What follows belongs to an exercise in optimizing a design on an open flow for small area, a short achievable clock period and few clock cycles per item; a production flow would make more cautious choices.
At most, simulation tests tie the RTL to the original design; equivalence was not proved.
Power and IR drop assume default switching activity.

## north
// cubroot_add_system
module cubroot_add_system (
    input clk_i,
    input rst_i,
    input start_i,
    input [7:0] a_bi,
    input [7:0] b_bi,
    output busy_o,
    output reg [15:0] result
);
clock: 5.0 ns
lec_check: 0
cap_margin: 20
core_area: 2 2 60 60
cts_buf_list: sky130_fd_sc_hd__clkbuf_4
die_area: 0 0 62 62
gpl_routability_driven: 0
place_density: 0.5
setup_slack_margin: 2.2
slew_margin: 20
standard.sh (not shown) runs the stock make flow with config.mk's settings and CLKGATE_MAP_FILE= SYNTH_SCRIPT=/design/flow/synth_recipe.tcl, a recipe that flattens the netlist after the stock synthesis.
==> flow/flow/run.sh <==
#!/bin/bash
# The standard layout (standard.sh) with three changes:
#  - synthesis leaves full and half adders as plain logic for ABC (no adder
#    cells from ADDER_MAP_FILE),
#  - the final ABC mapping runs flow/abc.script when that file exists,
#  - every port is buffered by sky130_fd_sc_hd__buf_1.
# Each tool's output goes to the ORFS logs under orfs/logs; make's own output
# goes to standard.log here.
set -euo pipefail
here=$(pwd)
export ADDER_MAP_FILE=
export BUFFER_PORTS_ARGS="-buffer_cell sky130_fd_sc_hd__buf_1"
export FLOW_SYNTH_TCL="$here/synth_recipe.tcl"
if [[ -f "$here/flow/abc.script" ]]; then
  export MY_ABC_SCRIPT="$here/flow/abc.script"
  sed "s#SYNTH_SCRIPT=[^ ]*#SYNTH_SCRIPT=$here/flow/synth.tcl#" standard.sh > my_standard.sh
else
  cp standard.sh my_standard.sh
fi
bash my_standard.sh > standard.log 2>&1
==> flow/flow/abc.script <==
strash
 dch
 map -B 0.5 -G 120
 topo
 stime -c
 buffer -c
 upsize -c
 dnsize -c
==> flow/flow/synth.tcl <==
# The standard flow's synthesis script (synth_recipe.tcl, unchanged) with the final ABC
# mapping run on MY_ABC_SCRIPT instead of ORFS's abc_speed/abc_area script.
proc abc {args} {
  set i [lsearch -exact $args -script]
  if {$i >= 0} { lset args [expr {$i + 1}] $::env(MY_ABC_SCRIPT) }
  yosys abc {*}$args
}
source $::env(FLOW_SYNTH_TCL)
Testbench counts of north, summed over its fixed seeds: cycles 2,048, items 2,048.
Inputs modified between north and south:
- GPL_TIMING_DRIVEN: unset -> 0
- GPL_ROUTABILITY_DRIVEN: 0 -> unset
Findings:
south: no failed stages, no open violations at the end
Note that the first-iteration DRC count recorded for south amounts to 1.3 times the value seen in north.
Looking at launch point of the critical path, the a_bi[0] result is from south; the a_bi[5] one comes from north.
Taking north as the reference point, the number of vias per cell of south rises by about 0.8%.
north has a higher post-route worst setup slack than south.
Compared with north, south instantiates a larger number of cells.
Delta (south minus north): fraction of power consumed by sequential logic went down by 2.9 points; final area went up by 220 µm²; largest fanout on the critical path went down by 1.
#### Input delta (east over south)
- removing GPL_TIMING_DRIVEN (formerly 0)
- removing PLACE_DENSITY (formerly 0.5)
==> flow/flow/abc.script <==
strash
dch
map -B 0.4 -G 120
topo
stime -c
buffer -c
upsize -c
dnsize -c
Findings:
south -> east: non-clock buffer count decreased by more than a quarter
Looking only at via count, and setting everything else aside, the lower value of east and south goes to east.
Relative to south, the final cell area reported for east is lower.
Going from south to east, setup slack grows by 0.041 ns.
Summary: worst hold slack, east better than south
east vs. south: instance count on the critical path went up by 1.
For west, these inputs were changed with respect to east:
- CTS_CLUSTER_DIAMETER newly set to 200
- CTS_CLUSTER_SIZE newly set to 32
==> flow/flow/abc.script <==
strash
 dch
 map -B 0.5 -G 120
 topo
 stime -c
 buffer -c
 upsize -c
 dnsize -c
==> comparison <==
- Post-route cell area: west better than east
- Sequential share of layout area: west and east compared, higher one is west
- Re violation count after the first detailed-routing iteration: west and east aren't equal, and the lower value belongs to west.

* * *

cubroot_add_system, a different RTL version from the one above (not shown whole).
Size in the first run: about 180 cells after synthesis, about 1700 sq um of cells after synthesis.
export LEC_CHECK = 0
export CAP_MARGIN = 20
export CORE_MARGIN = 2
export CORE_UTILIZATION = 40
export SETUP_SLACK_MARGIN = 1.5
export SLEW_MARGIN = 20
create_clock -name core_clock -period 5.0 [get_ports {clk_i}]
==> flow/flow/run.sh <==
#!/bin/bash
# The standard layout, with every port buffered by sky130_fd_sc_hd__buf_1.
set -euo pipefail
export BUFFER_PORTS_ARGS="-buffer_cell sky130_fd_sc_hd__buf_1"
bash standard.sh > standard.log 2>&1
Rerun with:
==> flow/flow/run.sh (replaced) <==
#!/bin/bash
# The standard layout (standard.sh) with three changes:
#  - synthesis leaves full and half adders as plain logic for ABC (no adder
#    cells from ADDER_MAP_FILE),
#  - the final ABC mapping runs flow/abc.script when that file exists,
#  - every port is buffered by sky130_fd_sc_hd__buf_1.
# Each tool's output goes to the ORFS logs under orfs/logs; make's own output
# goes to standard.log here.
set -euo pipefail
here=$(pwd)
export ADDER_MAP_FILE=
export BUFFER_PORTS_ARGS="-buffer_cell sky130_fd_sc_hd__buf_1"
export FLOW_SYNTH_TCL="$here/synth_recipe.tcl"
if [[ -f "$here/flow/abc.script" ]]; then
  export MY_ABC_SCRIPT="$here/flow/abc.script"
  sed "s#SYNTH_SCRIPT=[^ ]*#SYNTH_SCRIPT=$here/flow/synth.tcl#" standard.sh > my_standard.sh
else
  cp standard.sh my_standard.sh
fi
bash my_standard.sh > standard.log 2>&1
==> flow/flow/synth.tcl (new file) <==
# The standard flow's synthesis script (synth_recipe.tcl, unchanged) with the final ABC
# mapping run on MY_ABC_SCRIPT instead of ORFS's abc_speed/abc_area script.
proc abc {args} {
  set i [lsearch -exact $args -script]
  if {$i >= 0} { lset args [expr {$i + 1}] $::env(MY_ABC_SCRIPT) }
  yosys abc {*}$args
}
source $::env(FLOW_SYNTH_TCL)
Settings changed: ABC_AREA set to 1, SETUP_SLACK_MARGIN 1.5 to 2.2.
Effect: Setup slack improves by 0.70 ns. Wire length is higher by about 8%. Maximum frequency is higher by 27%. Final area is lower by 1.6%. Sequential cell count stays the same. Area after synthesis is lower by 3.9%. Die area is lower by about 3.7%.
No run of this note included a check of the RTL's function; only the layout flow was run.

* * *

RTL: one of the versions met above, not the one the previous note started from.
For scale: roughly 200 cells after synthesis, roughly 36 I/O pins, about 0.0015 mm^2 of cells after synthesis.
==> flow/config.mk <==
export PLATFORM = sky130hd
export DESIGN_NAME = cubroot_add_system
export DESIGN_NICKNAME = cubroot_add_system
export VERILOG_FILES = /design/flow/design.v
export SDC_FILE = /design/flow/constraint.sdc
export NUM_CORES = 4
export LEC_CHECK = 0
export CAP_MARGIN = 20
export CORE_MARGIN = 2
export CORE_UTILIZATION = 40
export SETUP_SLACK_MARGIN = 2.2
export SLEW_MARGIN = 20
==> flow/constraint.sdc <==
create_clock -name core_clock -period 5.0 [get_ports {clk_i}]
set_input_delay 1.0000 -clock core_clock [delete_from_list [all_inputs] [get_ports {clk_i}]]
set_output_delay 1.0000 -clock core_clock [all_outputs]
set_load 0.01 [all_outputs]
==> flow/flow/run.sh <==
#!/bin/bash
# The standard layout (standard.sh) with three changes:
#  - synthesis leaves full and half adders as plain logic for ABC (no adder
#    cells from ADDER_MAP_FILE),
#  - the final ABC mapping runs flow/abc.script when that file exists,
#  - every port is buffered by sky130_fd_sc_hd__buf_1.
# Each tool's output goes to the ORFS logs under orfs/logs; make's own output
# goes to standard.log here.
set -euo pipefail
here=$(pwd)
export ADDER_MAP_FILE=
export BUFFER_PORTS_ARGS="-buffer_cell sky130_fd_sc_hd__buf_1"
export FLOW_SYNTH_TCL="$here/synth_recipe.tcl"
if [[ -f "$here/flow/abc.script" ]]; then
  export MY_ABC_SCRIPT="$here/flow/abc.script"
  sed "s#SYNTH_SCRIPT=[^ ]*#SYNTH_SCRIPT=$here/flow/synth.tcl#" standard.sh > my_standard.sh
else
  cp standard.sh my_standard.sh
fi
bash my_standard.sh > standard.log 2>&1
==> flow/flow/abc.script <==
strash
 dch
 map -D 1600
 topo
 stime -c
 buffer -c
 upsize -D 1600
 dnsize -D 1600
==> flow/flow/synth.tcl <==
# The standard flow's synthesis script (synth_recipe.tcl, unchanged) with the final ABC
# mapping run on MY_ABC_SCRIPT instead of ORFS's abc_speed/abc_area script.
proc abc {args} {
  set i [lsearch -exact $args -script]
  if {$i >= 0} { lset args [expr {$i + 1}] $::env(MY_ABC_SCRIPT) }
  yosys abc {*}$args
}
source $::env(FLOW_SYNTH_TCL)
Testbench counts at the start, summed over its fixed seeds: cycles 2,048, items 2,048.
Change:
==> flow/flow/abc.script (replaced) <==
strash
 dch
 map -B 0.5 -G 120
 topo
 stime -c
 buffer -c
 upsize -c
 dnsize -c
- CORE_AREA: unset -> 2 2 60 60
- CORE_MARGIN: 2 -> unset
- CORE_UTILIZATION: 40 -> unset
- CTS_BUF_LIST: unset -> sky130_fd_sc_hd__clkbuf_4
- DIE_AREA: unset -> 0 0 62 62
- PLACE_DENSITY: unset -> 0.8
What happened:
- The new run finished clean
- via count shrinks by 6.2%
- clock-buffer cell count stays the same
- hold slack is better by 0.010 ns
- die area shrinks by 9.5%
- final cell count grows by 1.3%
Change:
- ABC_AREA: unset -> 1
- CORE_AREA: 2 2 60 60 -> unset
- CORE_MARGIN: unset -> 2
- CORE_UTILIZATION: unset -> 60
- DIE_AREA: 0 0 62 62 -> unset
- PLACE_DENSITY: 0.8 -> unset
- SETUP_SLACK_MARGIN: 2.2 -> 2.0
removed: flow/flow/abc.script
Effect: Via count grows by 1.9%; fmax shrinks by 4.0%; clock power grows by about 2%; area after synthesis grows by 3.9%; power shrinks by 1.1%; die area shrinks by 17%; global-route usage grows by 5.1 points; worst setup slack loses 0.11 ns; first-iteration DRC count grows by 89%; core utilization grows by 13 points.
Change:
==> flow/flow/abc.script (new file) <==
strash
dch
map -B 0.5 -G 100
topo
stime -c
buffer -c
upsize -c
dnsize -c
- ABC_AREA: 1 -> unset
- CORE_AREA: unset -> 2 2 60 60
- CORE_MARGIN: 2 -> unset
- CORE_UTILIZATION: 60 -> unset
- DIE_AREA: unset -> 0 0 62 62
- SETUP_SLACK_MARGIN: 2.0 -> 2.2
The changed run passed the timing, DRC and antenna checks.
Wire length falls by 5.6%.
Via count is lower by 3.6%.
Non-clock buffer count rises by 1.
Design area goes up by 2.2%.
Final cell count stays the same.
Power is higher by 2.5%.
Critical path depth shrinks by 1.
First-iteration DRC count is lower by 29%.
Sequential power stays flat.

[separate check: timing with driven ports]
The results above use ideal ports. As a check the final layouts listed here were re-extracted and re-timed, cells and wires unchanged.
Step 1 sets driving cells, clkbuf_16 on the clock port and buf_2 on the other inputs (assumed; they add their load-dependent delay and slew).
Step 2 times the ports against the registers' clock, not the clock port: input delays grow and output delays shrink by t, the midpoint of the rising clock arrivals with the driver on.
a / b / c = no drivers / after step 1 / after step 2; a / b = the first two.
| run | t (ns) | setup WS [ns] | worst hold slack (ns) | worst setup path after step 2 | cell pins on the clock port's net |
|---|---|---|---|---|---|
| north | 0.295 | 2.465 / 2.466 / 2.171 | 1.136 / 1.139 / 1.434 | input to register | 1 |
| south | 0.289 | 2.354 / 2.350 / 2.061 | 1.128 / 1.131 / 1.420 | input to register | 1 |
| east | 0.289 | 2.395 / 2.391 / 2.102 | 1.202 / 1.208 / 1.464 | input to register | 1 |
| west | 0.281 | 2.404 / 2.403 / 2.121 | 1.166 / 1.167 / 1.448 | input to register | 1 |
| the first run of note 2 | 0.269 | 1.668 / 1.673 / 1.405 | 1.223 / 1.223 / 1.454 | input to register | 1 |
| the second run of note 2 | 0.281 | 2.368 / 2.366 / 2.086 | 1.170 / 1.169 / 1.449 | input to register | 1 |
| the first run of note 3 | 0.271 | 2.036 / 2.003 / 1.732 | 1.166 / 1.176 / 1.447 | input to register | 1 |
| the second run of note 3 | 0.297 | 2.386 / 2.386 / 2.089 | 1.176 / 1.178 / 1.464 | input to register | 1 |
| the third run of note 3 | 0.303 | 2.276 / 2.274 / 1.970 | 1.154 / 1.157 / 1.461 | input to register | 1 |
| the fourth run of note 3 | 0.292 | 2.449 / 2.451 / 2.159 | 1.173 / 1.175 / 1.458 | input to register | 1 |
After both steps every run listed still meets setup and hold. For the third run of note 3, which loses most, drivers alone change the setup slack by -0.002 ns; drivers and shift together by -0.306 ns.
